What follows belongs to an exercise in optimizing a design on an open flow for small area and a short achievable clock period; a production flow would make more cautious choices.
Only simulation tests tie the RTL to the original design; equivalence was not proved.
Power and IR drop assume default switching activity.

== cedar ==
==> flow/design.v (excerpt) <==
module Calculator #(parameter W = 8) (clk, Ain, Bin, s0, s1, ALUout, sel, Reset);
Size: roughly 4800 µm² of cells after synthesis.
clock: 40.0 ns
lec_check: 0
abc_area: 1
cap_margin: 20
core_margin: 2
core_utilization: 40
slew_margin: 20
standard.sh (not shown) runs the stock make flow with config.mk's settings and CLKGATE_MAP_FILE= SYNTH_SCRIPT=/design/flow/synth_recipe.tcl, a recipe that flattens the netlist after the stock synthesis.
==> flow/flow/run.sh <==
#!/bin/bash
# Layout flow: the standard synthesis (bash standard.sh synth), then the combinational
# logic between its registers is mapped again by ABC (flow/resynth.abc) without the
# full/half-adder cells; the registers, their names and cell types are kept. Then the
# standard layout from floorplan on, with the port buffers made of buf_4 cells.
# Each tool's output goes to a log_*.txt file in the work folder.
set -euo pipefail
W=$(pwd)
R=$W/orfs/results/$FLOW_PLATFORM/Calculator/base
LIB=$FLOW_HOME/platforms/$FLOW_PLATFORM/lib/sky130_fd_sc_hd__tt_025C_1v80.lib
EXTRA=()
[[ -f $W/flow/make_args ]] && mapfile -t EXTRA < $W/flow/make_args

bash standard.sh synth > $W/log_synth_std.txt 2>&1
cp $R/1_2_yosys.v $W/std_synth.v

DU="-dont_use *clkbuf* -dont_use *probe* -dont_use *lpflow* -dont_use *dlygate* -dont_use *clkdly* -dont_use *buf_16* -dont_use *fa_* -dont_use *ha_*"
cat > $W/resynth.ys <<Y
read_liberty -ignore_miss_func $LIB
read_verilog $W/std_synth.v
hierarchy -top $FLOW_TOP
setattr -mod -set keep_hierarchy 1 sky130_fd_sc_hd__dfxtp_1
flatten
select $FLOW_TOP
opt -purge
abc -liberty $LIB $DU -script $W/flow/resynth.abc
opt_clean -purge
hilomap -singleton -hicell sky130_fd_sc_hd__conb_1 HI -locell sky130_fd_sc_hd__conb_1 LO
splitnets
opt_clean -purge
stat -liberty $LIB
write_verilog -noattr -selected $W/resynth.v
Y
yosys -s $W/resynth.ys > $W/log_resynth.txt 2>&1
cp $W/resynth.v $R/1_2_yosys.v
rm -f $R/1_synth.odb $R/1_synth.sdc
bash standard.sh synth > $W/log_synth_odb.txt 2>&1
bash standard.sh "BUFFER_PORTS_ARGS=-buffer_cell sky130_fd_sc_hd__buf_4" "${EXTRA[@]}" finish > $W/log_finish.txt 2>&1
==> flow/flow/make_args <==
SETUP_SLACK_MARGIN=27
==> flow/flow/resynth.abc <==
strash
&get -n
&deepsyn -T 60
&put
dch -f
map -B 0.9
topo
stime -c
buffer -c
upsize -c
dnsize -c
cedar: all stages complete, timing, DRC and antenna checks passed
diff inputs: cedar => umber
removed: flow/flow/make_args
Every run in the comparison, umber and cedar, completed the flow with a clean layout. Of umber and cedar, it is umber that has the higher period utilization. umber has maximum vdd drop below what cedar had. Overall global routing resource usage: umber vs cedar identical.

========
The RTL this note starts from:
==> flow/design.v <==
module Calculator #(parameter W = 8) (clk, Ain, Bin, s0, s1, ALUout, sel, Reset);
    input clk;
    input [W-1:0] Ain, Bin;
    input [1:0] sel;
    input s0, s1, Reset;
    output [2*W:0] ALUout;
    reg [2*W:0] ALUout;
    wire [7:0] q;
    wire [8:0] b2 = {Bin, 1'b0};
    wire [9:0] b3 = {1'b0, b2} + {2'b00, Bin};
    wire [1:0] t6 = Ain[7:6];
    wire [2:0] d1_6 = {1'b0, t6[1:0]} - {1'b0, Bin[1:0]};
    wire c1_6 = ~d1_6[2] & ~|Bin[7:2];
    wire [2:0] d2_6 = {1'b0, t6[1:0]} - {1'b0, b2[1:0]};
    wire c2_6 = ~d2_6[2] & ~|b2[8:2];
    wire [2:0] d3_6 = {1'b0, t6[1:0]} - {1'b0, b3[1:0]};
    wire c3_6 = ~d3_6[2] & ~|b3[9:2];
    assign q[7] = c2_6;
    assign q[6] = c3_6 | (c1_6 & ~c2_6);
    wire [1:0] r6 = c3_6 ? d3_6[1:0] : c2_6 ? d2_6[1:0] : c1_6 ? d1_6[1:0] : t6[1:0];
    wire [3:0] t4 = {r6, Ain[5:4]};
    wire [4:0] d1_4 = {1'b0, t4[3:0]} - {1'b0, Bin[3:0]};
    wire c1_4 = ~d1_4[4] & ~|Bin[7:4];
    wire [4:0] d2_4 = {1'b0, t4[3:0]} - {1'b0, b2[3:0]};
    wire c2_4 = ~d2_4[4] & ~|b2[8:4];
    wire [4:0] d3_4 = {1'b0, t4[3:0]} - {1'b0, b3[3:0]};
    wire c3_4 = ~d3_4[4] & ~|b3[9:4];
    assign q[5] = c2_4;
    assign q[4] = c3_4 | (c1_4 & ~c2_4);
    wire [3:0] r4 = c3_4 ? d3_4[3:0] : c2_4 ? d2_4[3:0] : c1_4 ? d1_4[3:0] : t4[3:0];
    wire [5:0] t2 = {r4, Ain[3:2]};
    wire [6:0] d1_2 = {1'b0, t2[5:0]} - {1'b0, Bin[5:0]};
    wire c1_2 = ~d1_2[6] & ~|Bin[7:6];
    wire [6:0] d2_2 = {1'b0, t2[5:0]} - {1'b0, b2[5:0]};
    wire c2_2 = ~d2_2[6] & ~|b2[8:6];
    wire [6:0] d3_2 = {1'b0, t2[5:0]} - {1'b0, b3[5:0]};
    wire c3_2 = ~d3_2[6] & ~|b3[9:6];
    assign q[3] = c2_2;
    assign q[2] = c3_2 | (c1_2 & ~c2_2);
    wire [5:0] r2 = c3_2 ? d3_2[5:0] : c2_2 ? d2_2[5:0] : c1_2 ? d1_2[5:0] : t2[5:0];
    wire [7:0] t0 = {r2, Ain[1:0]};
    wire [8:0] d1_0 = {1'b0, t0[7:0]} - {1'b0, Bin[7:0]};
    wire c1_0 = ~d1_0[8];
    wire [8:0] d2_0 = {1'b0, t0[7:0]} - {1'b0, b2[7:0]};
    wire c2_0 = ~d2_0[8] & ~|b2[8:8];
    wire [8:0] d3_0 = {1'b0, t0[7:0]} - {1'b0, b3[7:0]};
    wire c3_0 = ~d3_0[8] & ~|b3[9:8];
    assign q[1] = c2_0;
    assign q[0] = c3_0 | (c1_0 & ~c2_0);
    wire [15:0] prod = Ain * Bin;
    wire m = s0 ^ s1;
    wire [9:0] avs = {2'b00, Ain} + ({2'b00, Bin} ^ {10{m}}) + {9'd0, m};
    wire e_add = ~Reset & (sel == 2'b00);
    wire e_mul = ~Reset & (sel == 2'b01);
    wire e_div = ~Reset & (sel == 2'b10);
    wire e_gry = ~Reset & (sel == 2'b11);
    wire [15:0] v = ({16{e_add}} & {{6{avs[9]}}, avs})
                  | ({16{e_mul}} & prod)
                  | ({16{e_div}} & {8'd0, q})
                  | ({16{e_gry}} & {8'd0, Ain ^ (Ain >> 1)});
    wire n = (e_add & s0) | ((e_mul | e_div) & m);
    wire [15:0] r = (v ^ {16{n}}) + {15'd0, n};
    wire f = ((e_add | e_div) & r[15]) | (e_add & s0 & s1) | (e_mul & m);
    always @(posedge clk)
        ALUout <= {f, r};
endmodule
export LEC_CHECK = 0
export ABC_AREA = 1
export CAP_MARGIN = 20
export CORE_MARGIN = 2
export CORE_UTILIZATION = 40
export CTS_BUF_LIST = sky130_fd_sc_hd__clkbuf_4
export SLEW_MARGIN = 20
create_clock -name core_clock -period 40.0 [get_ports {clk}]
==> flow/flow/run.sh <==
#!/bin/bash
# Layout flow: the standard synthesis (bash standard.sh synth); then the combinational
# logic between its registers is mapped again by ABC without the full/half-adder cells,
# once per script flow/abc_*.abc (deepsyn with different seeds); the registers, their
# names and cell types are kept. The mapping with the smallest area x arrival time
# (OpenSTA on the netlist, no wires) is laid out by the standard flow from floorplan
# on, with buf_4 port buffers on the inputs and buf_1 on the outputs (flow/buffer_ports.tcl). Each tool's output goes to a log_*
# file in the work folder.
set -euo pipefail
W=$(pwd)
R=$W/orfs/results/$FLOW_PLATFORM/Calculator/base
LIB=$FLOW_HOME/platforms/$FLOW_PLATFORM/lib/sky130_fd_sc_hd__tt_025C_1v80.lib

bash standard.sh synth > $W/log_synth_std.txt 2>&1
cp $R/1_2_yosys.v $W/std_synth.v
mkdir -p $W/resynth

DU="-dont_use *clkbuf* -dont_use *probe* -dont_use *lpflow* -dont_use *dlygate* -dont_use *clkdly* -dont_use *buf_16* -dont_use *fa_* -dont_use *ha_*"
for S in $W/flow/abc_*.abc; do
  T=$(basename $S .abc)
  cat > $W/resynth/$T.ys <<Y
read_liberty -ignore_miss_func $LIB
read_verilog $W/std_synth.v
hierarchy -top $FLOW_TOP
setattr -mod -set keep_hierarchy 1 sky130_fd_sc_hd__dfxtp_1
flatten
select $FLOW_TOP
opt -purge
abc -liberty $LIB $DU -script $S
opt_clean -purge
hilomap -singleton -hicell sky130_fd_sc_hd__conb_1 HI -locell sky130_fd_sc_hd__conb_1 LO
splitnets
opt_clean -purge
tee -o $W/resynth/$T.stat stat -liberty $LIB
write_verilog -noattr -selected $W/resynth/$T.v
Y
  cat > $W/resynth/$T.sta.tcl <<S
read_lef $FLOW_HOME/platforms/$FLOW_PLATFORM/lef/sky130_fd_sc_hd.tlef
read_lef $FLOW_HOME/platforms/$FLOW_PLATFORM/lef/sky130_fd_sc_hd_merged.lef
read_liberty $LIB
read_verilog $W/resynth/$T.v
link_design $FLOW_TOP
read_sdc $FLOW_SDC
puts "ARRIVAL [expr {$FLOW_PERIOD_NS - [sta::worst_slack_cmd max] * 1e9}]"
S
done
ls $W/resynth/*.ys | xargs -P ${NUM_CORES:-4} -I{} sh -c 'yosys -s {} > {}.log 2>&1'
best=""; bestv=""
for S in $W/flow/abc_*.abc; do
  T=$(basename $S .abc)
  [[ -f $W/resynth/$T.v ]] || continue
  openroad -no_init -exit $W/resynth/$T.sta.tcl > $W/resynth/$T.sta.log 2>&1 || continue
  A=$(awk '/Chip area/{print $NF}' $W/resynth/$T.stat)
  D=$(awk '/^ARRIVAL/{print $2}' $W/resynth/$T.sta.log)
  [[ -n "$A" && -n "$D" ]] || continue
  V=$(python3 -c "print($A * $D)")
  echo "$T area $A arrival $D product $V" >> $W/log_resynth_pick.txt
  if [[ -z "$bestv" ]] || python3 -c "import sys; sys.exit(0 if $V < $bestv else 1)"; then best=$T; bestv=$V; fi
done
echo "picked $best" >> $W/log_resynth_pick.txt
cp $W/resynth/$best.v $R/1_2_yosys.v
rm -f $R/1_synth.odb $R/1_synth.sdc
bash standard.sh synth > $W/log_synth_odb.txt 2>&1
bash standard.sh DONT_BUFFER_PORTS=1 PRE_GLOBAL_PLACE_TCL=$W/flow/buffer_ports.tcl finish > $W/log_finish.txt 2>&1
==> flow/flow/buffer_ports.tcl <==
# Port buffers: buf_4 on the inputs (they fan out widely), buf_1 on the outputs
# (each drives one output pin from a register). Every port still gets its buffer.
buffer_ports -inputs -buffer_cell sky130_fd_sc_hd__buf_4
buffer_ports -outputs -buffer_cell sky130_fd_sc_hd__buf_1
Other scripts of this flow, unchanged in this note and not shown: flow/flow/abc_s0.abc
The baseline ran to the end with no violations.
Rerun with:
==> flow/flow/buffer_ports.tcl (replaced) <==
# Port buffers, in place of the standard flow's single buffer_ports call (run with
# DONT_BUFFER_PORTS=1 and GPL_TIMING_DRIVEN=0, so this hook does the buffer removal
# that timing-driven placement would do first): buf_4 on the inputs (they fan out
# widely), buf_1 on the outputs (each drives one output pin from a register).
# Every port still gets its buffer.
remove_buffers
buffer_ports -inputs -buffer_cell sky130_fd_sc_hd__buf_4
buffer_ports -outputs -buffer_cell sky130_fd_sc_hd__buf_1
GPL_TIMING_DRIVEN = 0   (was default)
Worst hold slack gets better by 120 ps.
Clock power decreases by 7.7%.
Setup slack loses 360 ps.
Area after synthesis stays the same.
Wire length decreases by 4.5%.
Rerun with:
--- a/flow/flow/run.sh
+++ b/flow/flow/run.sh
@@ -7 +7 @@
-# on, with buf_4 port buffers on the inputs and buf_1 on the outputs (flow/buffer_ports.tcl). Each tool's output goes to a log_*
+# on, with the port buffers made of buf_4 cells. Each tool's output goes to a log_*
@@ -64 +64 @@
-bash standard.sh DONT_BUFFER_PORTS=1 PRE_GLOBAL_PLACE_TCL=$W/flow/buffer_ports.tcl finish > $W/log_finish.txt 2>&1
+bash standard.sh "BUFFER_PORTS_ARGS=-buffer_cell sky130_fd_sc_hd__buf_4" finish > $W/log_finish.txt 2>&1
GPL_TIMING_DRIVEN = default   (was 0)
removed: flow/flow/buffer_ports.tcl
Effect: The changed run finished clean; global-route usage climbs by 1.2 points; setup slack is better by 29 ps; non-clock buffer count climbs by 1; design area climbs by 1.3%; total power climbs by 3.9%; synthesized cell count does not change; die area does not change.
Rerun with:
==> flow/flow/abc_s1.abc (new file) <==
strash
&get -n
&deepsyn -I 1 -J 50 -S 1
&put
strash
dc2
dch -f
map -B 0.9
strash
dc2
dch -f
map -B 0.9
strash
dch -f
map -B 0.9
topo
stime -c
buffer -c
upsize -c
dnsize -c
==> flow/flow/abc_s2.abc (new file) <==
strash
&get -n
&deepsyn -I 1 -J 50 -S 2
&put
strash
dc2
dch -f
map -B 0.9
strash
dc2
dch -f
map -B 0.9
strash
dch -f
map -B 0.9
topo
stime -c
buffer -c
upsize -c
dnsize -c
==> flow/flow/abc_s3.abc (new file) <==
strash
&get -n
&deepsyn -I 1 -J 50 -S 3
&put
strash
dc2
dch -f
map -B 0.9
strash
dc2
dch -f
map -B 0.9
strash
dch -f
map -B 0.9
topo
stime -c
buffer -c
upsize -c
dnsize -c
==> flow/flow/abc_s4.abc (new file) <==
strash
&get -n
&deepsyn -I 1 -J 50 -S 4
&put
strash
dc2
dch -f
map -B 0.9
strash
dc2
dch -f
map -B 0.9
strash
dch -f
map -B 0.9
topo
stime -c
buffer -c
upsize -c
dnsize -c
==> flow/flow/abc_s5.abc (new file) <==
strash
&get -n
&deepsyn -I 1 -J 50 -S 5
&put
strash
dc2
dch -f
map -B 0.9
strash
dc2
dch -f
map -B 0.9
strash
dch -f
map -B 0.9
topo
stime -c
buffer -c
upsize -c
dnsize -c
==> flow/flow/abc_s6.abc (new file) <==
strash
&get -n
&deepsyn -I 1 -J 50 -S 6
&put
strash
dc2
dch -f
map -B 0.9
strash
dc2
dch -f
map -B 0.9
strash
dch -f
map -B 0.9
topo
stime -c
buffer -c
upsize -c
dnsize -c
==> flow/flow/abc_s7.abc (new file) <==
strash
&get -n
&deepsyn -I 1 -J 50 -S 7
&put
strash
dc2
dch -f
map -B 0.9
strash
dc2
dch -f
map -B 0.9
strash
dch -f
map -B 0.9
topo
stime -c
buffer -c
upsize -c
dnsize -c
CTS_BUF_LIST = default   (was sky130_fd_sc_hd__clkbuf_4)
Worst setup slack degrades by 66 ps.
Synthesized cell count stays the same.
Routed wire length stays flat.
Die area does not change.
Combinational power barely changes.
Global-route usage is about the same.
Cell area is higher slightly.
Clock-buffer cell count stays the same.

[re-timing with driven ports]
Ports are ideal in the flow. The routed layouts listed here were re-timed in OpenROAD.
Step 1 sets driving cells, clkbuf_16 on the clock port and buf_2 on the other inputs (assumed; they add their load-dependent delay and slew).
Step 2 also shifts input and output timing later by t, the mid clock arrival at the registers, as if the neighbouring blocks saw the same clock.
Slacks: no drivers / after step 1 / after step 2; pairs: no drivers / after step 1.
run	t (ns)	setup slack, ns	worst setup path at the end	clock arrival spread, ns	cell pins on the clock port's net
cedar	0.272	27.553 / 27.540 / 27.269	input to register	0.001 / 0.001	1
umber	0.272	27.245 / 27.256 / 26.984	input to register	0.001 / 0.001	1
the first run of note 2	0.306	28.019 / 27.598 / 27.292	input to register	0.002 / 0.002	1
the second run of note 2	0.309	27.659 / 27.655 / 27.345	input to register	0.003 / 0.003	1
the third run of note 2	0.305	27.687 / 27.687 / 27.382	input to register	0.008 / 0.008	1
the fourth run of note 2	0.275	27.621 / 27.627 / 27.352	input to register	0.004 / 0.004	1
After both steps every run listed still meets setup and hold. For the first run of note 2, which loses most, drivers alone change the setup slack by -0.421 ns; drivers and shift together by -0.727 ns.
